This is an optimization exercise on Yosys and OpenROAD, whose aim is small area, not a production implementation. RTL that was checked went through simulation tests only; none was proved equivalent to the original. For runs 1 to 4, only the layout was checked, not whether the RTL still works. Power figures rest on the tool's default switching activity, not on a simulated workload.

==> flow/design.v <==
module yuv_line_ram #(
parameter DEPTH = 8
)
(
input  wire                  clk,
input  wire                  sh_e,      
input  wire                  sh_o,      
input  wire [23:0]           din,       
output wire [23:0]           head_e,
output wire [23:0]           head_o,
output wire [7:0]            next_ye    
);
reg [24*DEPTH-1:0] ce;
reg [24*DEPTH-1:0] co;
always @(posedge clk)
begin
    if (sh_e)
        ce <= {din, ce[24*DEPTH-1:24]};
    if (sh_o)
        co <= {din, co[24*DEPTH-1:24]};
end
assign head_e  = ce[23:0];
assign head_o  = co[23:0];
assign next_ye = ce[31:24];
endmodule
module YUV_2xy_scaler #(
parameter pix_per_clock     = 1,
parameter data_width        = 8,
parameter scaler_rate       = 2,
parameter out_pix_per_clock = 4,
parameter h_total           = 64,
parameter v_total           = 16
)
(
input wire clk_in                                   ,
input wire reset                                    ,
input wire[23:0] rdata                              ,
input wire rlast                                    ,
output reg rready                                   ,
input wire ruser                                    ,
input wire rvalid                                   ,
output reg[63:0] tdata                              ,
output reg tlast                                    ,
input wire tready                                   ,
output reg tuser                                    ,
output reg tvalid
);
always @ (posedge clk_in)
begin
    rready <= tready;
end
reg         rst_in;
reg         rst_in_dly1;
reg         rst_in_dly2;
always @ (posedge clk_in or posedge reset)
begin
    if (reset)
        rst_in_dly1    <= 1'b1;
    else
        rst_in_dly1    <= 1'b0;
end
always @ (posedge clk_in)
begin
    rst_in_dly2    <= rst_in_dly1;
    rst_in         <= rst_in_dly2 || ruser;
end
reg[5:0]    hc;
always @ (posedge clk_in)
begin
    if (rst_in)
        hc  <= 6'd0;
    else if (rlast)
        hc  <= 6'd1;
    else if (hc == 6'd38)
        hc  <= 6'd0;
    else if (hc != 6'd0)
        hc  <= hc + 1'b1;
end
localparam  RD_IDLE = 2'd0;
localparam  RD_C    = 2'd1;      
localparam  RD_S    = 2'd2;      
reg         rd_last;
reg         rd_last_dly1;
reg         rd_last_dly2;
reg[5:0]    rd_cnt;              
reg[1:0]    rd_state;
reg[1:0]    rd_state_dly;
reg[5:0]    r_addr;
reg         enb;
always @ (posedge clk_in)
begin
    if (rst_in)
        rd_cnt  <= 6'd0;
    else if (rd_cnt > (v_total << 1))
        rd_cnt  <= 6'd0;
    else if (rd_last_dly2)
        rd_cnt  <= rd_cnt + 1'b1;
end
always @ (posedge clk_in)
begin
    if (rst_in)
        rd_state    <= RD_IDLE;
    else
        case (rd_state)
            RD_IDLE:
                if (rd_cnt == (v_total << 1))
                    rd_state    <= RD_S;
                else if (hc == 6'd37 || hc == 6'd38)
                    rd_state    <= RD_C;
            RD_C:
                if (rd_last_dly2)
                    rd_state    <= RD_S;
            RD_S:
                if (rd_last_dly2)
                    rd_state    <= RD_IDLE;
            default:
                rd_state    <= RD_IDLE;
        endcase
end
always @ (posedge clk_in)
begin
    rd_state_dly    <= rd_state;
end
always @ (posedge clk_in)
begin
    if (rst_in)
        r_addr  <= 6'd0;
    else if (rd_state == RD_IDLE || rd_state_dly != rd_state)
        r_addr  <= 6'd0;
    else if (enb)
        r_addr  <= r_addr + 1'b1;
end
always @ (posedge clk_in)
begin
    if (rst_in)
        enb     <= 1'b0;
    else
        enb     <= (r_addr <= (h_total >> 1)) && (rd_state == RD_C || rd_state == RD_S);
end
always @ (posedge clk_in)
begin
    if (rst_in)
        rd_last <= 1'b0;
    else
        rd_last <= (r_addr == (h_total >> 1));
end
always @ (posedge clk_in)
begin
    rd_last_dly1    <= rd_last;
    rd_last_dly2    <= rd_last_dly1;
end
always @ (posedge clk_in)
begin
    if (rst_in)
        tuser   <= 1'b0;
    else
        tuser   <= (rd_cnt == 6'd1) && (r_addr == 6'd3);
end
always @ (posedge clk_in)
begin
    if (rst_in)
        tlast   <= 1'b0;
    else
        tlast   <= (rd_cnt != 6'd0) && rd_last_dly1;
end
reg         rsh;
reg         tvalid_pre;
always @ (posedge clk_in)
begin
    if (rst_in)
        begin
            rsh         <= 1'b0;
            tvalid_pre  <= 1'b0;
        end
    else
        begin
            rsh         <= enb && (r_addr >= 6'd2);
            tvalid_pre  <= enb && (r_addr >= 6'd2) && (rd_cnt != 6'd0);
        end
end
always @ (posedge clk_in)
begin
    tvalid  <= tvalid_pre;
end
reg[5:0]    wx;
always @ (posedge clk_in)
begin
    if (rst_in_dly2)
        wx  <= 6'd0;
    else if (rvalid)
        wx  <= wx + 1'b1;
end
wire[4:0]   rk = r_addr[4:0] - 5'd3;
wire        interp = (rd_state_dly == RD_C);
wire[23:0]  qe [3:0];
wire[23:0]  qo [3:0];
wire[7:0]   qn [3:0];
genvar q;
generate
for (q = 0; q < 4; q = q + 1)
    begin : g_q
        wire rd_q = rsh && interp && (rk[4:3] == q);
        wire wr_q = rvalid && (wx[5:4] == q);
        yuv_line_ram #(.DEPTH(8)) u_q (
            .clk    (clk_in),
            .sh_e   (rd_q || (wr_q && !wx[0])),
            .sh_o   (rd_q || (wr_q &&  wx[0])),
            .din    (rdata),
            .head_e (qe[q]),
            .head_o (qo[q]),
            .next_ye(qn[q])
        );
    end
endgenerate
wire[1:0]   kq = rk[4:3];
wire[23:0]  xe = qe[kq];
wire[23:0]  xo = qo[kq];
wire[7:0]   xn = (rk[2:0] == 3'd7) ? qe[kq + 2'd1][7:0] : qn[kq];
reg[32*48-1:0] ych;
always @ (posedge clk_in)
begin
    if (rsh)
        ych <= {(interp ? {xo, xe} : ych[47:0]), ych[32*48-1:48]};
end
wire[23:0]  ye = ych[23:0];
wire[23:0]  yo = ych[47:24];
wire[7:0]   yn = ych[55:48];
function [63:0] pack;
    input [23:0] e;
    input [23:0] o;
    input [7:0]  n;
    input        last;
    reg [7:0] ye_i, yo_i;
    begin
        ye_i = (e[7:0] >> 1) + (o[7:0] >> 1);
        yo_i = last ? ye_i : (o[7:0] >> 1) + (n >> 1);
        pack = {o[23:16], yo_i, o[15:0], e[23:16], ye_i, e[15:0]};
    end
endfunction
wire        klast = (rk == 5'd31);
wire[63:0]  xw = pack(xe, xo, xn, klast);
wire[63:0]  yw = pack(ye, yo, yn, klast);
always @ (posedge clk_in)
begin
    if (rst_in)
        tdata   <= 64'd0;
    else if (interp)
        tdata   <= (xw >> 1) + (yw >> 1);
    else
        tdata   <= yw;
end
endmodule
==> flow/run.sh <==
#!/bin/bash
# synth_recipe.tcl (not shown) runs the flow's synth.tcl, then flattens the netlist and writes it again
# the make line also repeats each setting of config.mk as NAME=value (left out here)
make -C /OpenROAD-flow-scripts/flow DESIGN_CONFIG=/design/flow/config.mk WORK_HOME=/design/flow/orfs CLKGATE_MAP_FILE= SYNTH_SCRIPT=/design/flow/synth_recipe.tcl finish
==> flow/config.mk <==
export PLATFORM = sky130hd
export DESIGN_NAME = YUV_2xy_scaler
export DESIGN_NICKNAME = YUV_2xy_scaler
export VERILOG_FILES = /design/flow/design.v
export SDC_FILE = /design/flow/constraint.sdc
export NUM_CORES = 4
export LEC_CHECK = 0
export ABC_AREA = 1
export CAP_MARGIN = 20
export CORE_MARGIN = 2
export CORE_UTILIZATION = 70
export CTS_BUF_LIST = sky130_fd_sc_hd__clkbuf_8
export CTS_CLUSTER_SIZE = 20
export SLEW_MARGIN = 20
==> flow/constraint.sdc <==
create_clock -name core_clock -period 8.0 [get_ports {clk_in}]
set_input_delay 1.6000 -clock core_clock [delete_from_list [all_inputs] [get_ports {clk_in}]]
set_output_delay 1.6000 -clock core_clock [all_outputs]
set_load 0.01 [all_outputs]
==> results.sh, run 1 <==
export IMPL_antenna_found_initial=9
export IMPL_cts_resized_gates=0
export IMPL_cts_sinks=3177
export IMPL_required_ps=8950
export IMPL_drt_iter0_drc=5486
export IMPL_post_cts_buffers=0
export IMPL_startpoint_type="register"
export IMPL_synthCells=5430
export IMPL_cts_tree="yes"
export IMPL_slowest_stage="nor2_2"
export IMPL_postSynth_asyncResetShare_pct=0.0315
export IMPL_via_count=47831
export IMPL_fin_crit_sh_pct=81.8
export IMPL_crit_buf_inv=5
export IMPL_setup_ws_ps=1460
export IMPL_die_h_um=392
export IMPL_yosysWarnings=2
export IMPL_gp_congestion=0.934
export IMPL_final_nets=6124
export IMPL_clk_pin_slew_ps=60
export IMPL_skew_ps=111
export IMPL_fmax_ghz=0.153
export IMPL_synthTopCellsByArea="edfxtp_1, nand2_1, dfxtp_1"
export IMPL_tns_ps=0
export IMPL_power_density_mw_per_mm2=260
export IMPL_routedWlPerCell_um=25.7
export IMPL_fin_hold_ws_ps=328
export IMPL_relSlewSlack_pct=16.4
export IMPL_route_detailed_drc=0
export IMPL_synth_area_mm2=0.105
export IMPL_setup_violations=0
export IMPL_max_vdd_ir_drop_v=0.000263
export IMPL_synth_area_per_cell_um2=19.4
export IMPL_path_class="register to register"
export IMPL_syn2layout_area_growth_pct=12.0
export IMPL_drive_gt1_share_pct=10.7
export IMPL_rsz0062_at_grt="false"
export IMPL_synth_most_common_cell="edfxtp_1"
export IMPL_ioPinCount=98
export IMPL_ff2ff_setup_slack_ps=1460
export IMPL_grtUsageTotal_pct=28.4
export IMPL_grt_start_max_net_pins=167
export IMPL_cts_root_buf="clkbuf_8"
export IMPL_hold_buffers=0
export IMPL_finalHoldViolCount=0
export IMPL_seq_area_frac_synth_pct=89.7
export IMPL_dr_pass1_iters=8
export IMPL_crit_family="simple AND/OR/NAND/NOR gates"
export IMPL_die_area_mm2=0.153
export IMPL_status="complete, no violations"
export IMPL_final_cell_count_no_fill=8363
export IMPL_dp_hpwl_mm=123
export IMPL_grt_pass1_vias=48136
export IMPL_power_leakage_nw=40.6
export IMPL_cts_buffer_depth=4
export IMPL_num_fill_cells=6771
export IMPL_start_util_pct=70.4
export IMPL_coreArea_mm2=0.149
export IMPL_grt_first_pass_wirelength_mm=311
export IMPL_min_path_type="register to register"
export IMPL_yosysUniqueCellTypes=51
export IMPL_min_period_ps=6540
export IMPL_tightest_slew_ps=1250
export IMPL_drt_wl_total_mm=215
export IMPL_numCtsBuffers=461
export IMPL_place_inst=7535
export IMPL_cp_common_cell="nand2_1"
export IMPL_grt_overflow=0
export IMPL_cts_htree_levels=5
export IMPL_post_place_ws_ps=1670
export IMPL_worstPathMaxFanout=35
export IMPL_syn_nets=5570
export IMPL_synth_edf_count=3072
export IMPL_ys_ff_latch=3177
export IMPL_avgViaCountPerCell=5.72
export IMPL_io_buffers=97
export IMPL_cp_data_arrival_time_ps=7490
export IMPL_synth_commonest_cells="edfxtp_1, nand2_1, inv_1"
export IMPL_worst_setup_path_end_kind="register"
export IMPL_stdcell_area_mm2=0.118
export IMPL_slew_viol_final=0
export IMPL_synth_top_cell_area_share_pct=87.7
export IMPL_drv_cap=0
export IMPL_rows=142
export IMPL_ant_nets=0
export IMPL_die_w_um=392
export IMPL_synth_largest_area_cell="edfxtp_1"
export IMPL_ys_flop_type="edfxtp_1"
export IMPL_dpl_instance_area_mm2=0.109
export IMPL_cpPeakStageDelay_ps=720
export IMPL_clock_latency_ps=1120
power breakdown:
part | switching, W | total (W) | internal (W)
Combinational | 0.000108 | 0.000145 | 0.0000371
Sequential | 0.0000592 | 0.0182 | 0.0181
Clock | 0.00597 | 0.0123 | 0.00632
placed cells by master (no fill, tap or decap), types with 102 or more instances in the layout:
cell	count
dfxtp_1	102
nor2_1	163
nand2_1	843
ha_1	105
clkbuf_8	497
o21ai_0	130
a21oi_1	159
edfxtp_1	3072
nand3_1	150
inv_1	557
clkinv_1	107
per-layer routing:
layer  global-route usage, %  wire length [um]  up-vias
li1                        -                 -    21251
met1                    41.2             88900    23881
met4                    9.40              6160        4
met2                    44.9            104000     2276
met5                       0                28        -
met3                    5.12             16000      419
flip-flops by register name, indices dropped and copies added (netlist names), 2 cells and up:
name and flops:
hc 6, g_q.u_q.ce 768, tdata 64, rd_cnt 6, wx 6, rd_state 2
rd_state_dly 2, r_addr 6, g_q.u_q.co 768, ych 1536
worst paths after layout:
kind / depth (start not counted) / start / end
worst max-delay path: 29 / r_addr[0] / tdata[39]
worst min-delay path: 0 / tvalid_pre / tvalid
worst max register to register: 29 / r_addr[0] / tdata[39]
worst min register to register: 0 / tvalid_pre / tvalid
max in group asynchronous: 2 / reset / rst_in_dly1
min in group asynchronous: 2 / reset / rst_in_dly1
through the flow:
step	utilization (%)	power (W)
2_1_floorplan	-	0.0186
3_3_place_gp	72.9	0.0187
3_5_place_dp	72.9	0.0187
4_1_cts	78.7	0.0309
5_1_grt	78.8	0.0315
6_report	78.8	0.0306
kinds of logic (layout without fill, tap and decap cells):
group	Yosys count	after routing	synth area share [%]
simple gates	1241	1241	4.82
flops	3177	3177	89.7
other cells	1	8	0.00357
buf+inv	480	1390	1.76
fa+ha+maj	110	110	1.34
mux	1	1	0.00952
compound gates	391	391	2.08
xor+xnor	29	29	0.266
final cells by class:
class	instances	area, um^2	share of cell area, %
clock buffers	497	6840	5.81
well taps	2016	2520	2.14
flip-flops and latches	3177	94400	80.1
multi-input cells	1773	9060	7.69
repair buffers	146	1520	1.29
diodes	7	17.5	0.0149
inverters	425	1600	1.36
clock inverters	322	1820	1.55
==> inputs of run 2 (changes only) <==
--- a/flow/design.v
+++ b/flow/design.v
@@ -213,17 +213,14 @@
     end
 endgenerate
+reg[32*48-1:0] ych;
 wire[1:0]   kq = rk[4:3];
-wire[23:0]  xe = qe[kq];
-wire[23:0]  xo = qo[kq];
-wire[7:0]   xn = (rk[2:0] == 3'd7) ? qe[kq + 2'd1][7:0] : qn[kq];
-reg[32*48-1:0] ych;
+wire[23:0]  ae = interp ? qe[kq] : ych[23:0];
+wire[23:0]  ao = interp ? qo[kq] : ych[47:24];
+wire[7:0]   an = !interp ? ych[55:48] : (rk[2:0] == 3'd7) ? qe[kq + 2'd1][7:0] : qn[kq];
 always @ (posedge clk_in)
 begin
     if (rsh)
-        ych <= {(interp ? {xo, xe} : ych[47:0]), ych[32*48-1:48]};
-end
-wire[23:0]  ye = ych[23:0];
-wire[23:0]  yo = ych[47:24];
-wire[7:0]   yn = ych[55:48];
+        ych <= {ao, ae, ych[32*48-1:48]};
+end
 function [63:0] pack;
     input [23:0] e;
@@ -239,14 +236,12 @@
 endfunction
 wire        klast = (rk == 5'd31);
-wire[63:0]  xw = pack(xe, xo, xn, klast);
-wire[63:0]  yw = pack(ye, yo, yn, klast);
+wire[63:0]  aw = pack(ae, ao, an, klast);
+wire[63:0]  yw = pack(ych[23:0], ych[47:24], ych[55:48], klast);
 always @ (posedge clk_in)
 begin
     if (rst_in)
         tdata   <= 64'd0;
-    else if (interp)
-        tdata   <= (xw >> 1) + (yw >> 1);
-    else
-        tdata   <= yw;
+    else
+        tdata   <= (aw >> 1) + (yw >> 1) + (!interp && yw[0]);
 end
 endmodule
--- a/flow/config.mk
+++ b/flow/config.mk
@@ -6,9 +6,9 @@
 export NUM_CORES = 4
 export LEC_CHECK = 0
-export ABC_AREA = 1
 export CAP_MARGIN = 20
 export CORE_MARGIN = 2
 export CORE_UTILIZATION = 70
-export CTS_BUF_LIST = sky130_fd_sc_hd__clkbuf_8
-export CTS_CLUSTER_SIZE = 20
+export CTS_BUF_LIST = sky130_fd_sc_hd__clkbuf_16
+export CTS_CLUSTER_DIAMETER = 50
+export CTS_CLUSTER_SIZE = 30
 export SLEW_MARGIN = 20
==> results.sh, run 2 <==
export IMPL_ant_nets=0
export IMPL_p_int_w=0.0231
export IMPL_final_nets=4803
export IMPL_combPwrFrac_pct=0.5
export IMPL_multi_input_area_mm2=0.00797
export IMPL_avgViaCountPerCell=5.87
export IMPL_synth_xor_area_share_pct=0.861
export IMPL_syn_nets=4550
export IMPL_rows=140
export IMPL_post_place_ws_ps=1320
export IMPL_postSynth_asyncResetShare_pct=0.0315
export IMPL_synthTopCellsByArea="edfxtp_1, dfxtp_1, ha_1"
export IMPL_synthCells=4410
export IMPL_p_sw_w=0.00616
export IMPL_top_register="ych"
export IMPL_max_vdd_ir_drop_v=0.000324
export IMPL_yosysWarnings=2
export IMPL_die_w_um=387
export IMPL_cts_htree_levels=4
export IMPL_clk_pin_slew_ps=90
export IMPL_synth_commonest_cells="edfxtp_1, nand2_1, nor2_1"
export IMPL_fin_crit_sh_pct=85.4
export IMPL_seq_area_frac_synth_pct=91.9
export IMPL_clock_latency_ps=840
export IMPL_cts_tree="yes"
export IMPL_yosysUniqueCellTypes=74
export IMPL_clock_power_share_pct=37.4
export IMPL_start_util_pct=70.5
export IMPL_ioPinCount=98
export IMPL_path_class="register to register"
export IMPL_min_period_ps=6830
export IMPL_synth_most_common_cell="edfxtp_1"
export IMPL_finalHoldViolCount=0
export IMPL_largest_reg_flops=1536
export IMPL_cts_root_buf="clkbuf_16"
export IMPL_yosys_area_share_simple_pct=2.27
export IMPL_drive_gt1_share_pct=9.48
export IMPL_grtUsageTotal_pct=23.9
export IMPL_swShare_pct=21.0
export IMPL_synth_top_cell_area_share_pct=89.9
export IMPL_ff2ff_setup_slack_ps=1170
export IMPL_ys_flop_type="edfxtp_1"
export IMPL_syn2layout_area_growth_pct=10.4
export IMPL_cts_resized_gates=0
export IMPL_io_buffers=97
export IMPL_synth_top_family_by_area="simple AND/OR/NAND/NOR gates"
export IMPL_tightest_slew_ps=1060
export IMPL_slew_viol_final=0
export IMPL_grt_first_pass_wirelength_mm=261
export IMPL_gp_congestion=0.844
export IMPL_synthAdderAreaFrac_pct=1.38
export IMPL_grt_pass1_vias=39831
export IMPL_synth_area_per_cell_um2=23.3
export IMPL_synth_largest_area_cell="edfxtp_1"
export IMPL_min_path_type="register to register"
export IMPL_num_fill_cells=6930
export IMPL_via_count=39559
export IMPL_power_total_w=0.0293
export IMPL_drv_cap=0
export IMPL_fmax_ghz=0.146
export IMPL_cts_buffer_depth=3
export IMPL_synth_compound_area_share_pct=1.98
export IMPL_final_core_util_pct=77.8
export IMPL_synth_edf_count=3072
export IMPL_critPathLaunch="r_addr[1]"
export IMPL_final_common_cell="edfxtp_1"
export IMPL_hold_buffers=0
export IMPL_drt_wl_total_mm=175
export IMPL_endpoint="tdata[57]"
export IMPL_grt_start_max_net_pins=209
export IMPL_required_ps=8680
export IMPL_rr_endpoint="tdata[57]"
export IMPL_reg_top3="ych (1536), g_q.u_q.ce (768), g_q.u_q.co (768)"
export IMPL_die_area_mm2=0.150
export IMPL_reg2reg_from="r_addr[1]"
export IMPL_coreArea_mm2=0.146
export IMPL_synthMuxAreaShare_pct=1.11
export IMPL_cp_data_arrival_time_ps=7510
export IMPL_setup_violations=0
export IMPL_skew_ps=48.7
export IMPL_final_seq_area_mm2=0.0944
export IMPL_startpoint_type="register"
export IMPL_setup_ws_ps=1170
export IMPL_status="complete, no violations"
export IMPL_ys_ff_latch=3177
export IMPL_power_leakage_nw=36.2
export IMPL_worstPathMaxFanout=14
export IMPL_p_seq_share_pct=62.1
export IMPL_dp_hpwl_mm=91.4
export IMPL_route_detailed_drc=0
export IMPL_drt_iter0_drc=3896
export IMPL_die_h_um=387
export IMPL_power_density_mw_per_mm2=258
export IMPL_post_cts_buffers=0
export IMPL_rsz0062_at_grt="false"
export IMPL_antenna_found_initial=5
export IMPL_dr_pass1_iters=6
export IMPL_grt_overflow=0
export IMPL_rr_worst_depth=24
export IMPL_worst_setup_path_end_kind="register"
export IMPL_tns_ps=0
export IMPL_numCtsBuffers=182
export IMPL_relSlewSlack_pct=29.2
export IMPL_synth_area_mm2=0.103
export IMPL_routedWlPerCell_um=25.9
export IMPL_final_cell_mix="edfxtp_1, nand2_1, clkbuf_16, nor2_1, a21oi_1"
export IMPL_cts_sinks=3177
## run 2: worst min path at each step
stage | from | end | slack [ps] | depth (start not counted)
floorplan | rd_last | rd_last_dly1 | 310 | 0
global placement | rd_last | rd_last_dly1 | 310 | 0
global route | rd_last_dly1 | rd_last_dly2 | 360 | 0
finish | rd_last_dly1 | rd_last_dly2 | 350 | 0
CTS | rd_last | rd_last_dly1 | 350 | 0
detailed placement | tvalid_pre | tvalid | 310 | 0
## run 2: routing by layer
metal / GRT usage (%) / vias to the layer above / wire length (um)
li1: - / 17808 / -
met1: 36.1 / 20338 / 75400
met2: 38.0 / 1188 / 85900
met3: 3.32 / 225 / 9160
met4: 6.35 / 0 / 4130
met5: 0 / - / 0
## run 2: per-stage QoR
stage / hold slack (ps) / std cells / instance area, um^2
2_1_floorplan: 310 / 4410 / 103000
3_3_place_gp: 310 / 6395 / 106000
3_5_place_dp: 315 / 6395 / 106000
4_1_cts: 346 / 6736 / 113000
5_1_grt: 364 / 6737 / 113000
6_report: 350 / 6738 / 113000
## run 2: critical path, stage by stage, from the launching register on
cell and delay (ps):
dfxtp_1 390, ha_1 290, nor3_2 390, xor2_4 550
mux4_2 590, nand2_1 90, nand2_1 210, ha_1 360
a21o_1 150, a21oi_1 270, o21bai_1 130, a21oi_1 250
o21bai_1 100, a21o_1 220, ha_1 380, a21oi_1 330
o21bai_1 110, a31o_1 250, a31oi_1 200, nor3b_1 290
a211oi_1 180, o21ai_1 260, nand2_1 130, a41oi_1 230
mux2_1 330
## run 2: area by class of cell
cell class / instances / share of cell area, %
Sequential cell: 3177 / 83.3
Multi-Input combinational cell: 1118 / 7.03
Clock buffer: 189 / 4.17
Tap cell: 1917 / 2.12
Clock inverter: 152 / 1.96
Timing Repair Buffer: 140 / 1.27
Inverter: 44 / 0.146
Antenna cell: 1 / 0.00221
## run 2: power groups by stage
stage               clock network, W  registers (W)  logic [W]
finish                        0.0109         0.0182   0.000147
global route                  0.0117         0.0182   0.000158
floorplan                          0         0.0186  0.0000603
global placement                   0         0.0186   0.000141
detailed placement                 0         0.0186   0.000147
CTS                           0.0112         0.0182   0.000150
## run 2: cells by family after synthesis
family          count (synthesis)
xor+xnor                      100
mux                            54
flops                        3177
other cells                     1
simple gates                  533
fa+ha+maj                     110
compound gates                320
buf+inv                       115
==> inputs of run 3 (changes only) <==
--- a/flow/config.mk
+++ b/flow/config.mk
@@ -10,5 +10,5 @@
 export CORE_UTILIZATION = 70
 export CTS_BUF_LIST = sky130_fd_sc_hd__clkbuf_16
-export CTS_CLUSTER_DIAMETER = 50
-export CTS_CLUSTER_SIZE = 30
+export CTS_CLUSTER_DIAMETER = 80
+export CTS_CLUSTER_SIZE = 24
 export SLEW_MARGIN = 20
==> results.sh, run 3 <==
export IMPL_status="complete, no violations"
export IMPL_cts_sinks=3177
export IMPL_gp_congestion=0.844
export IMPL_cp_depth=24
export IMPL_syn_nets=4550
export IMPL_hold_buffers=0
export IMPL_die_h_um=387
export IMPL_fmax_ghz=0.147
export IMPL_synthCells=4410
export IMPL_reg_top3="ych (1536), g_q.u_q.ce (768), g_q.u_q.co (768)"
export IMPL_synth_area_mm2=0.103
export IMPL_power_total_w=0.0268
export IMPL_cts_resized_gates=0
export IMPL_final_common_cell="edfxtp_1"
export IMPL_grtUsageTotal_pct=23.0
export IMPL_rows=140
export IMPL_grt_overflow=0
export IMPL_cts_tree="yes"
export IMPL_dr_pass1_iters=6
export IMPL_tightest_slew_ps=1160
export IMPL_dpl_instance_area_mm2=0.106
export IMPL_synth_area_per_cell_um2=23.3
export IMPL_cp_data_arrival_time_ps=7470
export IMPL_numCtsBuffers=155
export IMPL_slowest_stage="mux4_2"
export IMPL_cpPeakStageDelay_ps=580
export IMPL_crit_buf_inv=0
export IMPL_yosysWarnings=2
export IMPL_synth_commonest_cells="edfxtp_1, nand2_1, nor2_1"
export IMPL_hold_path_startpoint="tvalid_pre"
export IMPL_clk_pin_slew_ps=90
export IMPL_final_nets=4776
export IMPL_via_count=38850
export IMPL_ff2ff_setup_slack_ps=1220
export IMPL_syn2layout_area_growth_pct=8.06
export IMPL_grt_first_pass_wirelength_mm=252
export IMPL_path_class="register to register"
export IMPL_ioPinCount=98
export IMPL_startpoint_type="register"
export IMPL_yosysUniqueCellTypes=74
export IMPL_p_sw_w=0.00498
export IMPL_routedWlPerCell_um=25.4
export IMPL_drt_wl_total_mm=169
export IMPL_grt_pass1_vias=39134
export IMPL_synthTopCellsByArea="edfxtp_1, dfxtp_1, ha_1"
export IMPL_clock_power_share_pct=31.7
export IMPL_synth_largest_area_cell="edfxtp_1"
export IMPL_finalHoldViolCount=0
export IMPL_combPwrFrac_pct=0.5
export IMPL_cts_htree_levels=4
export IMPL_die_area_mm2=0.150
export IMPL_start_util_pct=70.5
export IMPL_io_buffers=97
export IMPL_rr_worst_depth=24
export IMPL_seq_area_frac_synth_pct=91.9
export IMPL_drive_gt1_share_pct=6.40
export IMPL_synth_top_cell_area_share_pct=89.9
export IMPL_ys_ff_latch=3177
export IMPL_fin_crit_sh_pct=84.8
export IMPL_stdcell_area_mm2=0.111
export IMPL_dp_hpwl_mm=91.4
export IMPL_tns_ps=0
export IMPL_antenna_found_initial=12
export IMPL_power_density_mw_per_mm2=242
export IMPL_slew_viol_final=0
export IMPL_setup_violations=0
export IMPL_min_period_ps=6780
export IMPL_reg2reg_from="r_addr[1]"
export IMPL_ant_nets=0
export IMPL_relSlewSlack_pct=22.7
export IMPL_post_cts_buffers=0
export IMPL_coreArea_mm2=0.146
export IMPL_final_cell_mix="edfxtp_1, nand2_1, clkbuf_16, nor2_1, inv_1"
export IMPL_swShare_pct=18.6
export IMPL_die_w_um=387
export IMPL_grt_start_max_net_pins=209
export IMPL_postSynth_asyncResetShare_pct=0.0315
export IMPL_worst_setup_path_end_kind="register"
export IMPL_ys_flop_type="edfxtp_1"
export IMPL_p_int_w=0.0219
export IMPL_synth_edf_count=3072
export IMPL_whs_endpoint="tvalid"
export IMPL_largest_reg_flops=1536
export IMPL_top_register="ych"
export IMPL_synth_most_common_cell="edfxtp_1"
export IMPL_clock_latency_ps=810
export IMPL_holdPathStages=0
export IMPL_p_seq_share_pct=67.8
export IMPL_route_detailed_drc=0
export IMPL_drt_iter0_drc=3960
export IMPL_crit_chain="ha_1 > nor3_2 > xor2_4 > mux4_2 > nand2_1 > nand2_1 > ha_1 > a21o_1 > a21oi_1 > o21bai_1 > a21oi_1 > o21bai_1 > a21o_1 > ha_1 > a21oi_1 > o21bai_1 > a31o_1 > a31oi_1 > nor3b_1 > a211oi_1 > o21ai_1 > nand2_1 > a41oi_1 > mux2_1"
export IMPL_avgViaCountPerCell=5.83
export IMPL_required_ps=8680
export IMPL_min_path_type="register to register"
export IMPL_skew_ps=39.4
export IMPL_power_leakage_nw=35.4
export IMPL_cts_root_buf="clkbuf_16"
export IMPL_rr_endpoint="tdata[57]"
export IMPL_rsz0062_at_grt="false"
export IMPL_worstPathMaxFanout=14
export IMPL_max_vdd_ir_drop_v=0.000305
export IMPL_drv_cap=0
export IMPL_crit_family="compound AO/OA/AOI/OAI gates"
export IMPL_cts_buffer_depth=3
-- run 3: cell counts after synthesis --
No cell type changed its count.
-- run 3: through the flow --
stage | hold slack [ps] | instances | util [%] | setup WS (ps)
finish | 340 | 6661 | 76.2 | 1220
global route | 347 | 6655 | 76.2 | 810
CTS | 339 | 6654 | 76.2 | 1280
detailed placement | 315 | 6395 | 73.0 | 1320
global placement | 310 | 6395 | 73.0 | 1440
floorplan | 310 | 4410 | - | -8860
-- run 3: logic make-up after synthesis --
group	after synthesis	share of synthesized area (%)
flip-flops	3177	91.9
AND/OR/NAND/NOR	533	2.27
AO/OA/AOI/OAI	320	1.98
buffers and inverters	115	0.446
adder cells (fa/ha/maj)	110	1.38
XOR/XNOR	100	0.861
multiplexers	54	1.11
other	1	0.00365
-- run 3: area by class of cell --
cell class                 instances  area, um^2
sequential                      3177       94400
fill                            7281       34700
multi-input combinational       1118        7970
clock buffer                     160        4000
tap                             1917        2400
timing repair buffer             140        1440
clock inverter                    99         553
inverter                          44         165
antenna                            6        15.0
-- run 3: power groups by stage --
stage | clock (W) | sequential, W | combinational, W
floorplan | 0 | 0.0186 | 0.0000603
global placement | 0 | 0.0186 | 0.000141
detailed placement | 0 | 0.0186 | 0.000147
CTS | 0.00875 | 0.0182 | 0.000150
global route | 0.00924 | 0.0182 | 0.000158
finish | 0.00851 | 0.0182 | 0.000147
-- run 3: worst max path at each step --
stage                  endpoint  slack [ps]  startpoint
2_1_floorplan  g_q[2].u_q.ce[0]       -8860         rsh
3_3_place_gp          tdata[57]        1440   r_addr[1]
3_5_place_dp          tdata[57]        1320   r_addr[1]
4_1_cts               tdata[57]        1280   r_addr[1]
5_1_grt               tdata[57]         810   r_addr[1]
6_report              tdata[57]        1220   r_addr[1]
-- run 3: layer usage --
layer | wire [um] | GRT usage (%) | vias up
met1 | 73200 | 34.7 | 19889
met4 | 3870 | 6.14 | 0
met3 | 8850 | 2.93 | 221
met2 | 83400 | 37.0 | 1087
met5 | 0 | 0 | -
li1 | - | - | 17653
==> inputs of run 4 (changes only) <==
==> flow/flow/run.sh (new file) <==
#!/bin/bash
# The standard layout (the standard.sh: standard synthesis, floorplan,
# placement, CTS, routing, finish), with two settings changed:
# - clock tree: clkbuf_16 buffers with larger sink clusters and no dummy
#   loads (the tree is still built and balanced by TritonCTS);
# - port buffers: buf_1 cells (every port still gets a buffer).
set -euo pipefail
export CTS_ARGS="-sink_clustering_enable -repair_clock_nets -buf_list sky130_fd_sc_hd__clkbuf_16 -sink_clustering_size 24 -sink_clustering_max_diameter 80 -dont_use_dummy_load"
export BUFFER_PORTS_ARGS="-buffer_cell sky130_fd_sc_hd__buf_1"
bash standard.sh > standard.log 2>&1
==> flow/standard.sh (new file) <==
#!/bin/bash
# synth_recipe.tcl (not shown) runs the flow's synth.tcl, then flattens the netlist and writes it again
# the make line also repeats each setting of config.mk as NAME=value (left out here)
make -C /OpenROAD-flow-scripts/flow DESIGN_CONFIG=/design/flow/config.mk WORK_HOME=/design/flow/orfs CLKGATE_MAP_FILE= SYNTH_SCRIPT=/design/flow/synth_recipe.tcl "${@:-finish}"
--- a/flow/config.mk
+++ b/flow/config.mk
@@ -9,6 +9,3 @@
 export CORE_MARGIN = 2
 export CORE_UTILIZATION = 70
-export CTS_BUF_LIST = sky130_fd_sc_hd__clkbuf_16
-export CTS_CLUSTER_DIAMETER = 80
-export CTS_CLUSTER_SIZE = 24
 export SLEW_MARGIN = 20
removed: flow/run.sh
==> results.sh, run 4 <==
export IMPL_grtUsageTotal_pct=22.3
export IMPL_clock_latency_ps=780
export IMPL_combPwrFrac_pct=0.5
export IMPL_crit_chain="ha_1 > nor3_2 > xor2_4 > buf_12 > mux4_2 > nand2_1 > nand2_1 > ha_1 > inv_1 > o21bai_1 > a21oi_1 > o21bai_1 > a21o_1 > ha_1 > a21oi_1 > o21bai_1 > a31o_1 > a31oi_1 > nor3b_1 > a211oi_1 > o21ai_1 > nand2_1 > a41oi_1 > mux2_1"
export IMPL_synth_xor_area_share_pct=0.861
export IMPL_ant_nets=2
export IMPL_fin_crit_sh_pct=83.2
export IMPL_numCtsBuffers=154
export IMPL_finalHoldViolCount=0
export IMPL_power_total_w=0.0263
export IMPL_grt_overflow=0
export IMPL_synth_compound_area_share_pct=1.98
export IMPL_cts_htree_levels=4
export IMPL_yosysWarnings=2
export IMPL_startpoint_type="register"
export IMPL_route_detailed_drc=0
export IMPL_reg_top3="ych (1536), g_q.u_q.ce (768), g_q.u_q.co (768)"
export IMPL_ys_flop_type="edfxtp_1"
export IMPL_grt_pass1_vias=38587
export IMPL_p_int_w=0.0216
export IMPL_synth_top_family_by_area="simple AND/OR/NAND/NOR gates"
export IMPL_final_common_cell="edfxtp_1"
export IMPL_min_path_type="register to register"
export IMPL_cpPeakStageDelay_ps=570
export IMPL_final_cell_mix="edfxtp_1, nand2_1, clkbuf_16, nor2_1, a21oi_1"
export IMPL_via_count=38675
export IMPL_status="complete, but fails checks"
export IMPL_hold_buffers=0
export IMPL_cts_sinks=3177
export IMPL_synthTopCellsByArea="edfxtp_1, dfxtp_1, ha_1"
export IMPL_synth_area_per_cell_um2=23.3
export IMPL_yosys_area_share_simple_pct=2.27
export IMPL_slowest_stage="mux4_2"
export IMPL_relSlewSlack_pct=22.1
export IMPL_rows=140
export IMPL_skew_ps=95.9
export IMPL_cp_data_arrival_time_ps=7320
export IMPL_p_sw_w=0.00469
export IMPL_cts_tree="yes"
export IMPL_min_period_ps=6650
export IMPL_avgViaCountPerCell=5.89
export IMPL_rsz0062_at_grt="false"
export IMPL_failed_checks="antenna rules"
export IMPL_cts_buffer_depth=3
export IMPL_die_w_um=387
export IMPL_fmax_ghz=0.150
export IMPL_power_leakage_nw=34.6
export IMPL_die_h_um=387
export IMPL_setup_violations=0
export IMPL_postSynth_asyncResetShare_pct=0.0315
export IMPL_required_ps=8660
export IMPL_swShare_pct=17.8
export IMPL_path_class="register to register"
export IMPL_synth_commonest_cells="edfxtp_1, nand2_1, nor2_1"
export IMPL_top_register="ych"
export IMPL_drive_gt1_share_pct=6.13
export IMPL_seq_area_frac_synth_pct=91.9
export IMPL_ioPinCount=98
export IMPL_synth_top_cell_area_share_pct=89.9
export IMPL_grt_first_pass_wirelength_mm=245
export IMPL_ys_ff_latch=3177
export IMPL_coreArea_mm2=0.146
export IMPL_synth_largest_area_cell="edfxtp_1"
export IMPL_drt_iter0_drc=3670
export IMPL_synth_most_common_cell="edfxtp_1"
export IMPL_power_density_mw_per_mm2=240
export IMPL_gp_congestion=0.860
export IMPL_slew_viol_final=0
export IMPL_routedWlPerCell_um=25.3
export IMPL_synthAdderAreaFrac_pct=1.38
export IMPL_die_area_mm2=0.150
export IMPL_synthCells=4410
export IMPL_dr_pass1_iters=7
export IMPL_start_util_pct=70.5
export IMPL_post_cts_buffers=0
export IMPL_syn2layout_area_growth_pct=6.87
export IMPL_max_vdd_ir_drop_v=0.000287
export IMPL_worst_setup_path_end_kind="register"
export IMPL_worstPathMaxFanout=50
export IMPL_place_inst=6395
export IMPL_io_buffers=97
export IMPL_clock_power_share_pct=30.3
export IMPL_grt_start_max_net_pins=216
export IMPL_yosysUniqueCellTypes=74
export IMPL_clk_pin_slew_ps=90
export IMPL_syn_nets=4550
export IMPL_cts_resized_gates=0
export IMPL_p_seq_share_pct=69.2
export IMPL_final_nets=4778
export IMPL_synth_edf_count=3072
export IMPL_antenna_found_initial=11
export IMPL_final_cell_count_no_fill=6566
export IMPL_drt_wl_total_mm=166
export IMPL_synth_area_mm2=0.103
export IMPL_tns_ps=0
export IMPL_synthMuxAreaShare_pct=1.11
export IMPL_tightest_slew_ps=1170
export IMPL_cts_root_buf="clkbuf_16"
export IMPL_drv_cap=0
export IMPL_largest_reg_flops=1536
export IMPL_dp_hpwl_mm=89.8
run 4: layer usage:
metal	up-vias	wire [um]	track usage, %	part of all wire (%)
li1	17557	-	-	-
met1	19837	72700	34.0	44
met2	1055	81300	35.5	49
met3	226	8610	3.02	5.2
met4	0	3750	5.42	2.3
met5	-	0	0	0
run 4: area by class of cell:
type                       instances  area, um^2
antenna                           13        32.5
clock buffer                     154        3850
fill                            7539       35900
inverter                          44         165
multi-input combinational       1118        7970
sequential                      3177       94400
tap                             1917        2400
timing repair buffer             143         906
run 4: path summary, 6_finish.rpt:
kind	startpoint	to	slack, ps	depth (start not counted)
setup reg to reg	r_addr[1]	tdata[57]	1350	24
max in group asynchronous	reset	rst_in_dly1	7210	2
hold / removal	rd_last	rd_last_dly1	330	0
hold reg to reg	rd_last	rd_last_dly1	330	0
min in group asynchronous	reset	rst_in_dly1	770	2
setup / recovery	r_addr[1]	tdata[57]	1350	24
run 4: power groups by stage:
stage	Clock [W]	Sequential [W]	Combinational, W
floorplan	0	0.0186	0.0000603
global placement	0	0.0186	0.000122
detailed placement	0	0.0186	0.000127
CTS	0.00820	0.0182	0.000129
global route	0.00865	0.0182	0.000138
finish	0.00797	0.0182	0.000126
run 4: through the flow:
step                      utilization (%)  area [um^2]  setup slack (ps)  hold slack (ps)
after global routing                 75.3       110000               823              333
final                                75.4       110000              1350              330
after floorplan                         -       103000             -8860              310
after CTS                            75.3       110000              1280              326
after detailed placement             72.6       106000              1290              313
after global placement               72.6       106000              1490              310
run 4: logic make-up (layout without fill, tap and decap cells):
logic type / Yosys count / after routing
flops: 3177 / 3177
mux: 54 / 54
fa+ha+maj: 110 / 110
buf+inv: 115 / 341
simple gates: 533 / 533
compound gates: 320 / 320
other cells: 1 / 14
xor+xnor: 100 / 100
run 4: worst max-delay path: cells and delay by family (launching register included):
family / cells / cell delay [ps]
muxes: 2 / 910
DFF: 1 / 390
and+or+nand+nor: 5 / 1000
xor gates and xnor gates: 1 / 540
AOI/OAI and AO/OA: 11 / 2170
buffers and inverters: 2 / 510
adders and majority gates: 3 / 1010
==> inputs of run 5 (changes only) <==
--- a/flow/design.v
+++ b/flow/design.v
@@ -5,5 +5,7 @@
 input  wire                  clk,
 input  wire                  sh_e,      
+input  wire                  hd_e,      
 input  wire                  sh_o,      
+input  wire                  hd_o,      
 input  wire [23:0]           din,       
 output wire [23:0]           head_e,
@@ -11,12 +13,11 @@
 output wire [7:0]            next_ye    
 );
-reg [24*DEPTH-1:0] ce;
-reg [24*DEPTH-1:0] co;
+localparam W = 24*DEPTH;
+reg [W-1:0] ce;
+reg [W-1:0] co;
 always @(posedge clk)
 begin
-    if (sh_e)
-        ce <= {din, ce[24*DEPTH-1:24]};
-    if (sh_o)
-        co <= {din, co[24*DEPTH-1:24]};
+    ce <= ~((ce | {W{sh_e}}) & ({din, ce[W-1:24]} | {W{hd_e}}));
+    co <= ~((co | {W{sh_o}}) & ({din, co[W-1:24]} | {W{hd_o}}));
 end
 assign head_e  = ce[23:0];
@@ -183,7 +184,14 @@
     tvalid  <= tvalid_pre;
 end
+reg         pol;
+always @ (posedge clk_in)
+begin
+    pol <= ~pol;
+end
 reg[5:0]    wx;
-always @ (posedge clk_in)
-begin
+reg[23:0]   rdata_d;
+always @ (posedge clk_in)
+begin
+    rdata_d <= rdata;
     if (rst_in_dly2)
         wx  <= 6'd0;
@@ -193,4 +201,23 @@
 wire[4:0]   rk = r_addr[4:0] - 5'd3;
 wire        interp = (rd_state_dly == RD_C);
+wire        rsh_nx  = !rst_in && enb && (r_addr >= 6'd2);
+wire        ip_nx   = (rd_state == RD_C);
+wire[4:0]   rk_nx   = r_addr[4:0] - 5'd2;
+reg[3:0]    sh_e, hd_e, sh_o, hd_o;
+reg         sh_y, hd_y;
+integer j;
+always @ (posedge clk_in)
+begin
+    for (j = 0; j < 4; j = j + 1)
+        begin
+            sh_e[j] <=  ((rsh_nx && ip_nx && rk_nx[4:3] == j) || (rvalid && wx[5:4] == j && !wx[0]));
+            hd_e[j] <= !((rsh_nx && ip_nx && rk_nx[4:3] == j) || (rvalid && wx[5:4] == j && !wx[0]));
+            sh_o[j] <=  ((rsh_nx && ip_nx && rk_nx[4:3] == j) || (rvalid && wx[5:4] == j &&  wx[0]));
+            hd_o[j] <= !((rsh_nx && ip_nx && rk_nx[4:3] == j) || (rvalid && wx[5:4] == j &&  wx[0]));
+        end
+    sh_y    <=  rsh_nx;
+    hd_y    <= !rsh_nx;
+end
+wire[23:0]  din = rdata_d ^ {24{pol}};
 wire[23:0]  qe [3:0];
 wire[23:0]  qo [3:0];
@@ -200,11 +227,11 @@
 for (q = 0; q < 4; q = q + 1)
     begin : g_q
-        wire rd_q = rsh && interp && (rk[4:3] == q);
-        wire wr_q = rvalid && (wx[5:4] == q);
         yuv_line_ram #(.DEPTH(8)) u_q (
             .clk    (clk_in),
-            .sh_e   (rd_q || (wr_q && !wx[0])),
-            .sh_o   (rd_q || (wr_q &&  wx[0])),
-            .din    (rdata),
+            .sh_e   (sh_e[q]),
+            .hd_e   (hd_e[q]),
+            .sh_o   (sh_o[q]),
+            .hd_o   (hd_o[q]),
+            .din    (din),
             .head_e (qe[q]),
             .head_o (qo[q]),
@@ -220,6 +247,5 @@
 always @ (posedge clk_in)
 begin
-    if (rsh)
-        ych <= {ao, ae, ych[32*48-1:48]};
+    ych <= ~((ych | {1536{sh_y}}) & ({ao, ae, ych[32*48-1:48]} | {1536{hd_y}}));
 end
 function [63:0] pack;
@@ -236,6 +262,6 @@
 endfunction
 wire        klast = (rk == 5'd31);
-wire[63:0]  aw = pack(ae, ao, an, klast);
-wire[63:0]  yw = pack(ych[23:0], ych[47:24], ych[55:48], klast);
+wire[63:0]  aw = pack(ae ^ {24{pol}}, ao ^ {24{pol}}, an ^ {8{pol}}, klast);
+wire[63:0]  yw = pack(ych[23:0] ^ {24{pol}}, ych[47:24] ^ {24{pol}}, ych[55:48] ^ {8{pol}}, klast);
 always @ (posedge clk_in)
 begin
==> results.sh, run 5 <==
export IMPL_synth_top_cell_area_share_pct=66.7
export IMPL_synth_commonest_cells="dfxtp_1, o22ai_1, clkbuf_1"
export IMPL_synthCells=8602
export IMPL_required_ps=8630
export IMPL_cts_tree="yes"
export IMPL_rr_endpoint="tdata[60]"
export IMPL_yosysWarnings=2
export IMPL_cpPeakStageDelay_ps=720
export IMPL_status="complete, no violations"
export IMPL_final_core_util_pct=73.8
export IMPL_ant_nets=0
export IMPL_reg2reg_from="r_addr[1]"
export IMPL_endpoint="tdata[60]"
export IMPL_relSlewSlack_pct=20.9
export IMPL_final_seq_area_mm2=0.0645
export IMPL_numCtsBuffers=157
export IMPL_grt_overflow=0
export IMPL_power_leakage_nw=39.6
export IMPL_drv_cap=0
export IMPL_worst_setup_path_end_kind="register"
export IMPL_clock_latency_ps=800
export IMPL_avgViaCountPerCell=6.57
export IMPL_cts_root_buf="clkbuf_16"
export IMPL_slew_viol_final=0
export IMPL_cts_buffer_depth=3
export IMPL_hold_buffers=0
export IMPL_die_area_mm2=0.141
export IMPL_grt_pass1_vias=59392
export IMPL_grt_start_max_net_pins=276
export IMPL_cts_resized_gates=0
export IMPL_die_h_um=375
export IMPL_synth_largest_area_cell="dfxtp_1"
export IMPL_multi_input_area_mm2=0.0292
export IMPL_ioPinCount=98
export IMPL_synthTopCellsByArea="dfxtp_1, o22ai_1, clkbuf_1"
export IMPL_antenna_found_initial=8
export IMPL_seq_area_frac_synth_pct=66.7
export IMPL_clk_pin_slew_ps=90
export IMPL_syn2layout_area_growth_pct=4.77
export IMPL_power_density_mw_per_mm2=256
export IMPL_startpoint_type="register"
export IMPL_fin_crit_sh_pct=90.7
export IMPL_die_w_um=375
export IMPL_via_count=65284
export IMPL_critPathLaunch="r_addr[1]"
export IMPL_num_fill_cells=9426
export IMPL_synth_area_per_cell_um2=11.2
export IMPL_top_register="ych"
export IMPL_drt_wl_total_mm=207
export IMPL_io_buffers=97
export IMPL_cts_htree_levels=4
export IMPL_coreArea_mm2=0.137
export IMPL_ys_ff_latch=3219
export IMPL_path_class="register to register"
export IMPL_dr_pass1_iters=6
export IMPL_rr_worst_depth=26
export IMPL_syn_nets=8739
export IMPL_drive_gt1_share_pct=3.89
export IMPL_setup_violations=0
export IMPL_synth_edf_count=0
export IMPL_crit_buf_inv=1
export IMPL_min_period_ps=7260
export IMPL_antenna_cells=0
export IMPL_skew_ps=87.2
export IMPL_final_nets=8283
export IMPL_crit_family="compound AO/OA/AOI/OAI gates"
export IMPL_drt_iter0_drc=5516
export IMPL_ys_flop_type="dfxtp_1"
export IMPL_synth_area_mm2=0.0966
export IMPL_rows=136
export IMPL_ff2ff_setup_slack_ps=740
export IMPL_worstPathMaxFanout=18
export IMPL_cts_sinks=3219
export IMPL_post_cts_buffers=0
export IMPL_dp_hpwl_mm=130
export IMPL_cp_depth=26
export IMPL_routedWlPerCell_um=20.9
export IMPL_grtUsageTotal_pct=28.5
export IMPL_start_util_pct=70.4
export IMPL_yosysUniqueCellTypes=85
export IMPL_route_detailed_drc=0
export IMPL_max_vdd_ir_drop_v=0.000277
export IMPL_min_path_type="register to register"
export IMPL_cp_data_arrival_time_ps=7890
export IMPL_slowest_stage="xnor2_2"
export IMPL_final_common_cell="dfxtp_1"
export IMPL_synth_most_common_cell="dfxtp_1"
export IMPL_tightest_slew_ps=1190
export IMPL_reg_top3="ych (1536), g_q.u_q.ce (768), g_q.u_q.co (768)"
export IMPL_rsz0062_at_grt="false"
export IMPL_postSynth_asyncResetShare_pct=0.0311
export IMPL_grt_first_pass_wirelength_mm=329
export IMPL_final_cell_mix="dfxtp_1, o22ai_1, nand2_1, clkbuf_16, nor2_1"
export IMPL_fmax_ghz=0.138
export IMPL_tns_ps=0
export IMPL_finalHoldViolCount=0
export IMPL_power_total_w=0.0259
export IMPL_largest_reg_flops=1536
export IMPL_gp_congestion=0.897
-- run 5: cells by family (layout without fill, tap and decap cells) --
group	count (synthesis)	after routing	share of synthesized area, %
flops	3219	3219	66.7
simple gates	631	631	3.01
other cells	1	1	0.00388
xor+xnor	229	229	2.09
mux	18	18	0.233
fa+ha+maj	107	107	1.42
compound gates	3549	3549	23.2
buf+inv	848	390	3.32
-- run 5: stage by stage --
stage	setup slack [ps]	hold slack (ps)	area, um^2	std cells
CTS	748	337	101000	9936
floorplan	1790	310	96600	8602
global route	195	347	101000	9938
global placement	893	311	97200	9779
detailed placement	813	315	97200	9779
finish	742	336	101000	9938
-- run 5: worst min-delay path by stage --
stage | startpoint | end | cells past startpoint
5_1_grt | tvalid_pre | tvalid | 0
3_5_place_dp | tvalid_pre | tvalid | 0
3_3_place_gp | rd_last | rd_last_dly1 | 0
4_1_cts | tvalid_pre | tvalid | 0
2_1_floorplan | rd_last | rd_last_dly1 | 0
6_report | tvalid_pre | tvalid | 0
-- run 5: worst reg2reg max path: stages, from the launching register on --
cell and delay, ps:
dfxtp_1 550, ha_1 530, nor3_4 120, xnor2_2 720
o32ai_2 290, o31ai_1 480, o211ai_1 190, and2_1 220
ha_1 200, nor3_1 190, o21bai_1 160, a21oi_1 200
o21bai_1 90, xor2_1 240, ha_1 340, a21oi_1 260
o21bai_1 100, a21oi_1 180, o21ai_0 100, a311o_1 280
a41oi_1 240, buf_4 200, o41ai_4 100, a41oi_2 320
o21ai_1 190, a221oi_1 300, mux2_1 340
-- run 5: power breakdown --
group	leakage, nW	total, W	internal (W)	switching (W)
combinational	9.38	0.000591	0.000319	0.000273
clock	1.93	0.00809	0.00350	0.00459
sequential	28.3	0.0172	0.0167	0.000458
total	39.6	0.0259	0.0205	0.00532
-- run 5: cell type report --
cell class	instances	area share (%)
Sequential cell	3219	63.8
Multi-Input combinational cell	4535	28.8
Clock buffer	157	3.88
Tap cell	1794	2.22
Timing Repair Buffer	175	1.11
Inverter	58	0.215
-- run 5: metal layers --
metal  global-route usage, %  part of all wire (%)  vias to the layer above
li1                        -                     -                    31777
met1                    44.4                    49                    31651
met2                    42.3                    44                     1574
met3                    3.47                   5.0                      280
met4                    7.22                   2.3                        2
met5                       0                0.0039                        -
==> inputs of run 6 (changes only) <==
==> flow/run.sh (new file) <==
#!/bin/bash
# synth_recipe.tcl (not shown) runs the flow's synth.tcl, then flattens the netlist and writes it again
# the make line also repeats each setting of config.mk as NAME=value (left out here)
make -C /OpenROAD-flow-scripts/flow DESIGN_CONFIG=/design/flow/config.mk WORK_HOME=/design/flow/orfs CLKGATE_MAP_FILE= SYNTH_SCRIPT=/design/flow/synth_recipe.tcl finish
--- a/flow/config.mk
+++ b/flow/config.mk
@@ -9,3 +9,6 @@
 export CORE_MARGIN = 2
 export CORE_UTILIZATION = 70
+export CTS_BUF_LIST = sky130_fd_sc_hd__clkbuf_16
+export CTS_CLUSTER_DIAMETER = 80
+export CTS_CLUSTER_SIZE = 24
 export SLEW_MARGIN = 20
removed: flow/flow/run.sh
removed: flow/standard.sh
==> results.sh, run 6 <==
export IMPL_cts_buffer_depth=3
export IMPL_relSlewSlack_pct=15.7
export IMPL_die_h_um=375
export IMPL_tns_ps=0
export IMPL_synth_area_mm2=0.0966
export IMPL_final_common_cell="dfxtp_1"
export IMPL_grt_overflow=0
export IMPL_ant_nets=1
export IMPL_syn_nets=8739
export IMPL_startpoint_type="register"
export IMPL_grt_pass1_vias=59450
export IMPL_gp_congestion=0.944
export IMPL_setup_violations=0
export IMPL_cts_root_buf="clkbuf_16"
export IMPL_numCtsBuffers=155
export IMPL_grtUsageTotal_pct=28.5
export IMPL_slew_viol_final=0
export IMPL_final_seq_area_mm2=0.0645
export IMPL_start_util_pct=70.4
export IMPL_multi_input_area_mm2=0.0292
export IMPL_num_fill_cells=9247
export IMPL_synth_largest_area_cell="dfxtp_1"
export IMPL_coreArea_mm2=0.137
export IMPL_final_nets=8283
export IMPL_postSynth_asyncResetShare_pct=0.0311
export IMPL_yosysWarnings=2
export IMPL_synthMuxAreaShare_pct=0.233
export IMPL_required_ps=8700
export IMPL_drv_cap=0
export IMPL_post_cts_buffers=0
export IMPL_min_path_type="register to register"
export IMPL_yosys_area_share_simple_pct=3.01
export IMPL_failed_checks="antenna rules"
export IMPL_worstPathMaxFanout=27
export IMPL_synth_most_common_cell="dfxtp_1"
export IMPL_power_leakage_nw=40.0
export IMPL_final_cell_mix="dfxtp_1, o22ai_1, nand2_1, clkbuf_16, nor2_1"
export IMPL_skew_ps=30.5
export IMPL_avgViaCountPerCell=6.56
export IMPL_io_buffers=97
export IMPL_top_register="ych"
export IMPL_ys_ff_latch=3219
export IMPL_synth_area_per_cell_um2=11.2
export IMPL_die_area_mm2=0.141
export IMPL_routedWlPerCell_um=20.9
export IMPL_synth_commonest_cells="dfxtp_1, o22ai_1, clkbuf_1"
export IMPL_drt_wl_total_mm=208
export IMPL_seq_area_frac_synth_pct=66.7
export IMPL_hold_buffers=0
export IMPL_synth_top_cell_area_share_pct=66.7
export IMPL_power_total_w=0.0262
export IMPL_clk_pin_slew_ps=90
export IMPL_ioPinCount=98
export IMPL_dp_hpwl_mm=130
export IMPL_status="complete, but fails checks"
export IMPL_synthTopCellsByArea="dfxtp_1, o22ai_1, clkbuf_1"
export IMPL_max_vdd_ir_drop_v=0.000215
export IMPL_via_count=65469
export IMPL_fin_crit_sh_pct=90.2
export IMPL_cts_tree="yes"
export IMPL_post_place_ws_ps=805
export IMPL_synth_compound_area_share_pct=23.2
export IMPL_rows=136
export IMPL_grt_start_max_net_pins=297
export IMPL_min_period_ps=7210
export IMPL_fmax_ghz=0.139
export IMPL_drive_gt1_share_pct=4.11
export IMPL_worst_setup_path_end_kind="register"
export IMPL_synthCells=8602
export IMPL_finalHoldViolCount=0
export IMPL_path_class="register to register"
export IMPL_route_detailed_drc=0
export IMPL_tightest_slew_ps=1260
export IMPL_drt_iter0_drc=5842
export IMPL_synth_edf_count=0
export IMPL_cp_data_arrival_time_ps=7910
export IMPL_clock_latency_ps=810
export IMPL_yosysUniqueCellTypes=85
export IMPL_cts_resized_gates=0
export IMPL_crit_family="compound AO/OA/AOI/OAI gates"
export IMPL_reg_top3="ych (1536), g_q.u_q.ce (768), g_q.u_q.co (768)"
export IMPL_synth_xor_area_share_pct=2.09
export IMPL_largest_reg_flops=1536
export IMPL_synthAdderAreaFrac_pct=1.42
export IMPL_die_w_um=375
export IMPL_cts_htree_levels=4
export IMPL_antenna_found_initial=5
export IMPL_power_density_mw_per_mm2=256
export IMPL_syn2layout_area_growth_pct=5.85
export IMPL_slowest_stage="dfxtp_1"
export IMPL_cpPeakStageDelay_ps=1020
export IMPL_rsz0062_at_grt="false"
export IMPL_crit_buf_inv=2
export IMPL_grt_first_pass_wirelength_mm=328
export IMPL_ys_flop_type="dfxtp_1"
export IMPL_dr_pass1_iters=6
export IMPL_synth_top_family_by_area="compound AO/OA/AOI/OAI gates"
export IMPL_setup_ws_ps=787
export IMPL_cts_sinks=3219
==> run 6: logic make-up after synthesis <==
family | after synthesis
AO/OA/AOI/OAI | 3549
XOR/XNOR | 229
adder cells (fa/ha/maj) | 107
buffers and inverters | 848
flip-flops | 3219
multiplexers | 18
other | 1
AND/OR/NAND/NOR | 631
==> run 6: cell type report <==
cell class	count	share of cell area [%]
flip-flops and latches	3219	63.1
multi-input cells	4535	28.5
clock buffers	161	3.94
well taps	1794	2.20
repair buffers	177	1.76
clock inverters	24	0.234
inverters	58	0.213
diodes	6	0.0147
==> run 6: worst paths after layout <==
| check | slack, ps | cells after the start | startpoint | endpoint |
|---|---|---|---|---|
| max | 790 | 26 | r_addr[3] | tdata[60] |
| max reg2reg | 790 | 26 | r_addr[3] | tdata[60] |
| min reg2reg | 330 | 0 | rd_last | rd_last_dly1 |
| min | 330 | 0 | rd_last | rd_last_dly1 |
| max in group asynchronous | 6900 | 2 | reset | rst_in_dly1 |
| min in group asynchronous | 1080 | 2 | reset | rst_in_dly1 |
==> run 6: per-layer routing <==
| metal | global-route usage, % | wire length [um] |
|---|---|---|
| met3 | 3.10 | 9470 |
| met5 | 0 | 0 |
| met1 | 43.8 | 101000 |
| met2 | 42.8 | 92200 |
| met4 | 7.99 | 5380 |
==> run 6: worst reg2reg max path: stages (launching register included) <==
cell and delay [ps]:
dfxtp_1 1020, nor2b_1 410, mux2i_1 150, o32a_2 390, buf_4 300, o221ai_1 220, o21ai_0 160, xnor2_1 240
ha_1 410, o21ai_0 100, o21bai_1 240, a21oi_1 130, o21bai_1 160, xor2_1 290, ha_1 350, a21oi_1 270
o21bai_1 90, a21oi_1 170, o21ai_0 100, a311o_1 270, a41oi_1 240, buf_4 200, o41ai_4 90, a41oi_2 250
o21ai_1 180, a221oi_1 310, mux2_1 360
==> run 6: power breakdown <==
group	switching (W)	internal, W	total (W)	leakage, nW
clock network	0.00476	0.00365	0.00841	2.13
registers	0.000459	0.0167	0.0172	28.3
logic	0.000281	0.000335	0.000617	9.64
total	0.00550	0.0207	0.0262	40.0
==> run 6: through the flow <==
step	cells	hold slack [ps]	util, %	cell area, um^2
6_report	9974	335	74.5	102000
3_3_place_gp	9775	314	71.2	97700
4_1_cts	9960	334	74.4	102000
2_1_floorplan	8602	310	-	96600
3_5_place_dp	9775	313	71.3	97700
5_1_grt	9968	345	74.5	102000
==> inputs of run 7 (changes only) <==
--- a/flow/design.v
+++ b/flow/design.v
@@ -190,8 +190,6 @@
 end
 reg[5:0]    wx;
-reg[23:0]   rdata_d;
-always @ (posedge clk_in)
-begin
-    rdata_d <= rdata;
+always @ (posedge clk_in)
+begin
     if (rst_in_dly2)
         wx  <= 6'd0;
@@ -204,28 +202,42 @@
 wire        ip_nx   = (rd_state == RD_C);
 wire[4:0]   rk_nx   = r_addr[4:0] - 5'd2;
-reg[3:0]    sh_e, hd_e, sh_o, hd_o;
+function [1:0] sec;
+    input [1:0] quarter;
+    sec = (quarter == 2'd0) ? 2'd0 : (quarter == 2'd3) ? 2'd2 : 2'd1;
+endfunction
+reg[2:0]    rd_q, rdn_q;
 reg         sh_y, hd_y;
 integer j;
 always @ (posedge clk_in)
 begin
-    for (j = 0; j < 4; j = j + 1)
+    for (j = 0; j < 3; j = j + 1)
         begin
-            sh_e[j] <=  ((rsh_nx && ip_nx && rk_nx[4:3] == j) || (rvalid && wx[5:4] == j && !wx[0]));
-            hd_e[j] <= !((rsh_nx && ip_nx && rk_nx[4:3] == j) || (rvalid && wx[5:4] == j && !wx[0]));
-            sh_o[j] <=  ((rsh_nx && ip_nx && rk_nx[4:3] == j) || (rvalid && wx[5:4] == j &&  wx[0]));
-            hd_o[j] <= !((rsh_nx && ip_nx && rk_nx[4:3] == j) || (rvalid && wx[5:4] == j &&  wx[0]));
+            rd_q[j]     <=  (rsh_nx && ip_nx && sec(rk_nx[4:3]) == j);
+            rdn_q[j]    <= !(rsh_nx && ip_nx && sec(rk_nx[4:3]) == j);
         end
     sh_y    <=  rsh_nx;
     hd_y    <= !rsh_nx;
 end
-wire[23:0]  din = rdata_d ^ {24{pol}};
-wire[23:0]  qe [3:0];
-wire[23:0]  qo [3:0];
-wire[7:0]   qn [3:0];
+wire[2:0]   wr_e, wr_o, sh_e, hd_e, sh_o, hd_o;
 genvar q;
 generate
-for (q = 0; q < 4; q = q + 1)
+for (q = 0; q < 3; q = q + 1)
+    begin : g_en
+        assign wr_e[q] = rvalid && (sec(wx[5:4]) == q) && !wx[0];
+        assign wr_o[q] = rvalid && (sec(wx[5:4]) == q) &&  wx[0];
+        assign sh_e[q] = rd_q[q] || wr_e[q];
+        assign hd_e[q] = rdn_q[q] && !wr_e[q];
+        assign sh_o[q] = rd_q[q] || wr_o[q];
+        assign hd_o[q] = rdn_q[q] && !wr_o[q];
+    end
+endgenerate
+wire[23:0]  din = rdata ^ {24{pol}};
+wire[23:0]  qe [2:0];
+wire[23:0]  qo [2:0];
+wire[7:0]   qn [2:0];
+generate
+for (q = 0; q < 3; q = q + 1)
     begin : g_q
-        yuv_line_ram #(.DEPTH(8)) u_q (
+        yuv_line_ram #(.DEPTH(q == 1 ? 16 : 8)) u_q (
             .clk    (clk_in),
             .sh_e   (sh_e[q]),
@@ -241,8 +253,24 @@
 endgenerate
 reg[32*48-1:0] ych;
-wire[1:0]   kq = rk[4:3];
-wire[23:0]  ae = interp ? qe[kq] : ych[23:0];
-wire[23:0]  ao = interp ? qo[kq] : ych[47:24];
-wire[7:0]   an = !interp ? ych[55:48] : (rk[2:0] == 3'd7) ? qe[kq + 2'd1][7:0] : qn[kq];
+wire[1:0]   ks = sec(rk[4:3]);
+reg[23:0]   ae, ao;
+reg[7:0]    an;
+always @ (*)
+begin
+    case ({interp, ks})
+        3'b100:  begin ae = qe[0]; ao = qo[0]; end
+        3'b101:  begin ae = qe[1]; ao = qo[1]; end
+        3'b110:  begin ae = qe[2]; ao = qo[2]; end
+        default: begin ae = ych[23:0]; ao = ych[47:24]; end
+    endcase
+    casez ({interp, rk})
+        6'b1_00111: an = qe[1][7:0];
+        6'b1_10111: an = qe[2][7:0];
+        6'b1_00???: an = qn[0];
+        6'b1_11???: an = qn[2];
+        6'b1_?????: an = qn[1];
+        default:    an = ych[55:48];
+    endcase
+end
 always @ (posedge clk_in)
 begin
--- a/flow/config.mk
+++ b/flow/config.mk
@@ -8,5 +8,5 @@
 export CAP_MARGIN = 20
 export CORE_MARGIN = 2
-export CORE_UTILIZATION = 70
+export CORE_UTILIZATION = 50
 export CTS_BUF_LIST = sky130_fd_sc_hd__clkbuf_16
 export CTS_CLUSTER_DIAMETER = 80
==> results.sh, run 7 <==
export IMPL_yosysUniqueCellTypes=87
export IMPL_seq_area_frac_synth_pct=66.8
export IMPL_grt_first_pass_wirelength_mm=343
export IMPL_use_met1_pct=32.5
export IMPL_status="complete, no violations"
export IMPL_cts_tree="yes"
export IMPL_grt_busiest_layer="met2"
export IMPL_final_cell_count_no_fill=10554
export IMPL_synth_compound_area_share_pct=23.4
export IMPL_max_vdd_ir_drop_v=0.000240
export IMPL_synth_top_cell_area_share_pct=66.8
export IMPL_tightest_slew_ps=1270
export IMPL_synth_xor_area_share_pct=2.21
export IMPL_drv_cap=0
export IMPL_antenna_found_initial=6
export IMPL_finalHoldViolCount=0
export IMPL_numCtsBuffers=156
export IMPL_synth_largest_area_cell="dfxtp_1"
export IMPL_setup_violations=0
export IMPL_cts_htree_levels=4
export IMPL_reg_top3="ych (1536), g_q.u_q.ce (768), g_q.u_q.co (768)"
export IMPL_postSynth_asyncResetShare_pct=0.0314
export IMPL_yosys_area_share_simple_pct=2.55
export IMPL_gp_congestion=0.894
export IMPL_synthCells=8464
export IMPL_synthAdderAreaFrac_pct=1.44
export IMPL_avgViaCountPerCell=5.99
export IMPL_dp_hpwl_mm=143
export IMPL_cp_data_arrival_time_ps=7900
export IMPL_cts_resized_gates=0
export IMPL_drive_gt1_share_pct=4.20
export IMPL_ys_ff_latch=3185
export IMPL_power_leakage_nw=38.6
export IMPL_cts_root_buf="clkbuf_16"
export IMPL_relSlewSlack_pct=14.8
export IMPL_synth_area_per_cell_um2=11.3
export IMPL_hold_buffers=0
export IMPL_synthTopCellsByArea="dfxtp_1, o22ai_1, clkbuf_1"
export IMPL_rows=160
export IMPL_required_ps=8730
export IMPL_slew_viol_final=0
export IMPL_top_register="ych"
export IMPL_grtUsageMet3_pct=3.23
export IMPL_routedWlPerCell_um=21.1
export IMPL_worst_setup_path_end_kind="register"
export IMPL_synth_commonest_cells="dfxtp_1, o22ai_1, clkbuf_1"
export IMPL_rsz0062_at_grt="false"
export IMPL_tns_ps=0
export IMPL_worstPathMaxFanout=30
export IMPL_num_fill_cells=16587
export IMPL_grt_overflow=0
export IMPL_start_util_pct=50.3
export IMPL_coreArea_mm2=0.190
export IMPL_grt_pass1_vias=57400
export IMPL_skew_ps=44.6
export IMPL_drt_wl_total_mm=222
export IMPL_die_h_um=441
export IMPL_final_cell_mix="dfxtp_1, o22ai_1, nor2_1, clkbuf_16, nand2_1"
export IMPL_fmax_ghz=0.139
export IMPL_route_detailed_drc=0
export IMPL_min_period_ps=7180
export IMPL_fin_crit_sh_pct=89.7
export IMPL_io_buffers=97
export IMPL_drt_iter0_drc=4391
export IMPL_yosysWarnings=3
export IMPL_cts_buffer_depth=3
export IMPL_place_inst=10366
export IMPL_ioPinCount=98
export IMPL_die_area_mm2=0.194
export IMPL_power_density_mw_per_mm2=267
export IMPL_final_common_cell="dfxtp_1"
[run 7: changes by cell type in the layout (fill, tap and decap cells not counted), sizes merged, moves of 18 or more]
cell	delta
nand2	-107
dfxtp	-34
o221ai	-38
a31oi	+57
a21oi	-18
a22oi	+51
nor2	+55
o21ai	-53
nand3	-40
[run 7: logic make-up (layout without fill, tap and decap cells)]
group	after synthesis	after routing
muxes	16	16
adders and majority gates	111	111
xor gates and xnor gates	241	241
AOI/OAI and AO/OA	3537	3537
and+or+nand+nor	528	528
DFF	3185	3185
buffers and inverters	845	423
other	1	2
[run 7: worst max-delay path: stages (launching register included)]
cell and delay (ps):
dfxtp_1 470, ha_1 350, or3b_4 410, a221o_1 420, nand2_2 210, buf_4 300
buf_4 420, a22oi_1 160, a31oi_1 190, o221ai_1 170, xnor2_1 180, ha_1 320
inv_1 110, nor2_1 60, nor2_1 200, o21bai_1 100, a21oi_1 190, xnor2_1 80
mux2_2 300, ha_1 540, and3_1 300, nand4_1 130, or3_1 390, o21ai_2 320
a311oi_2 200, o21ai_1 180, mux2_1 340
[run 7: cell type report]
class                           count  area [um^2]  area share (%)
Sequential cell                  3185        63800            62.5
Multi-Input combinational cell   4434        28700            28.1
Clock buffer                      160         4000            3.92
Tap cell                         2511         3140            3.08
Timing Repair Buffer              185         1880            1.84
Clock inverter                     26          389           0.381
Inverter                           52          195           0.191
Antenna cell                        1         2.50         0.00245
[run 7: power breakdown]
group          internal [W]  switching (W)
clock network       0.00370        0.00486
registers            0.0171       0.000801
logic              0.000448       0.000387
total                0.0213        0.00604
[run 7: layer usage]
layer / routed length (um) / share of wire [%]
met3: 8590 / 3.9
met1: 109000 / 49
met2: 98600 / 44
met4: 5950 / 2.7
met5: 0 / 0
[run 7: per-stage QoR]
step                      hold WS, ps  utilization [%]  power (W)  setup slack [ps]  area [um^2]
final                             336             53.8     0.0273               825       102000
after floorplan                   310                -     0.0186              1590        95400
after CTS                         338             53.8     0.0276               844       102000
after global placement            313             51.4     0.0190               866        97600
after global routing              341             53.8     0.0284               335       102000
after detailed placement          316             51.5     0.0191               862        97700
[run 7: worst paths after layout]
path                       depth (start not counted)      endpoint  slack [ps]
hold / removal                                     0  rd_last_dly1         340
min in group asynchronous                          2   rst_in_dly1        1090
hold reg to reg                                    0  rd_last_dly1         340
setup reg to reg                                  26     tdata[62]         820
max in group asynchronous                          2   rst_in_dly1        6890
setup / recovery                                  26     tdata[62]         820

Setup slack of run 7, layout unchanged: 0.825 ns with ideal ports, 0.825 ns with driving cells assumed (clock clkbuf_16, inputs buf_2), 0.825 ns with port delays also shifted by the 0.899 ns mid clock arrival.
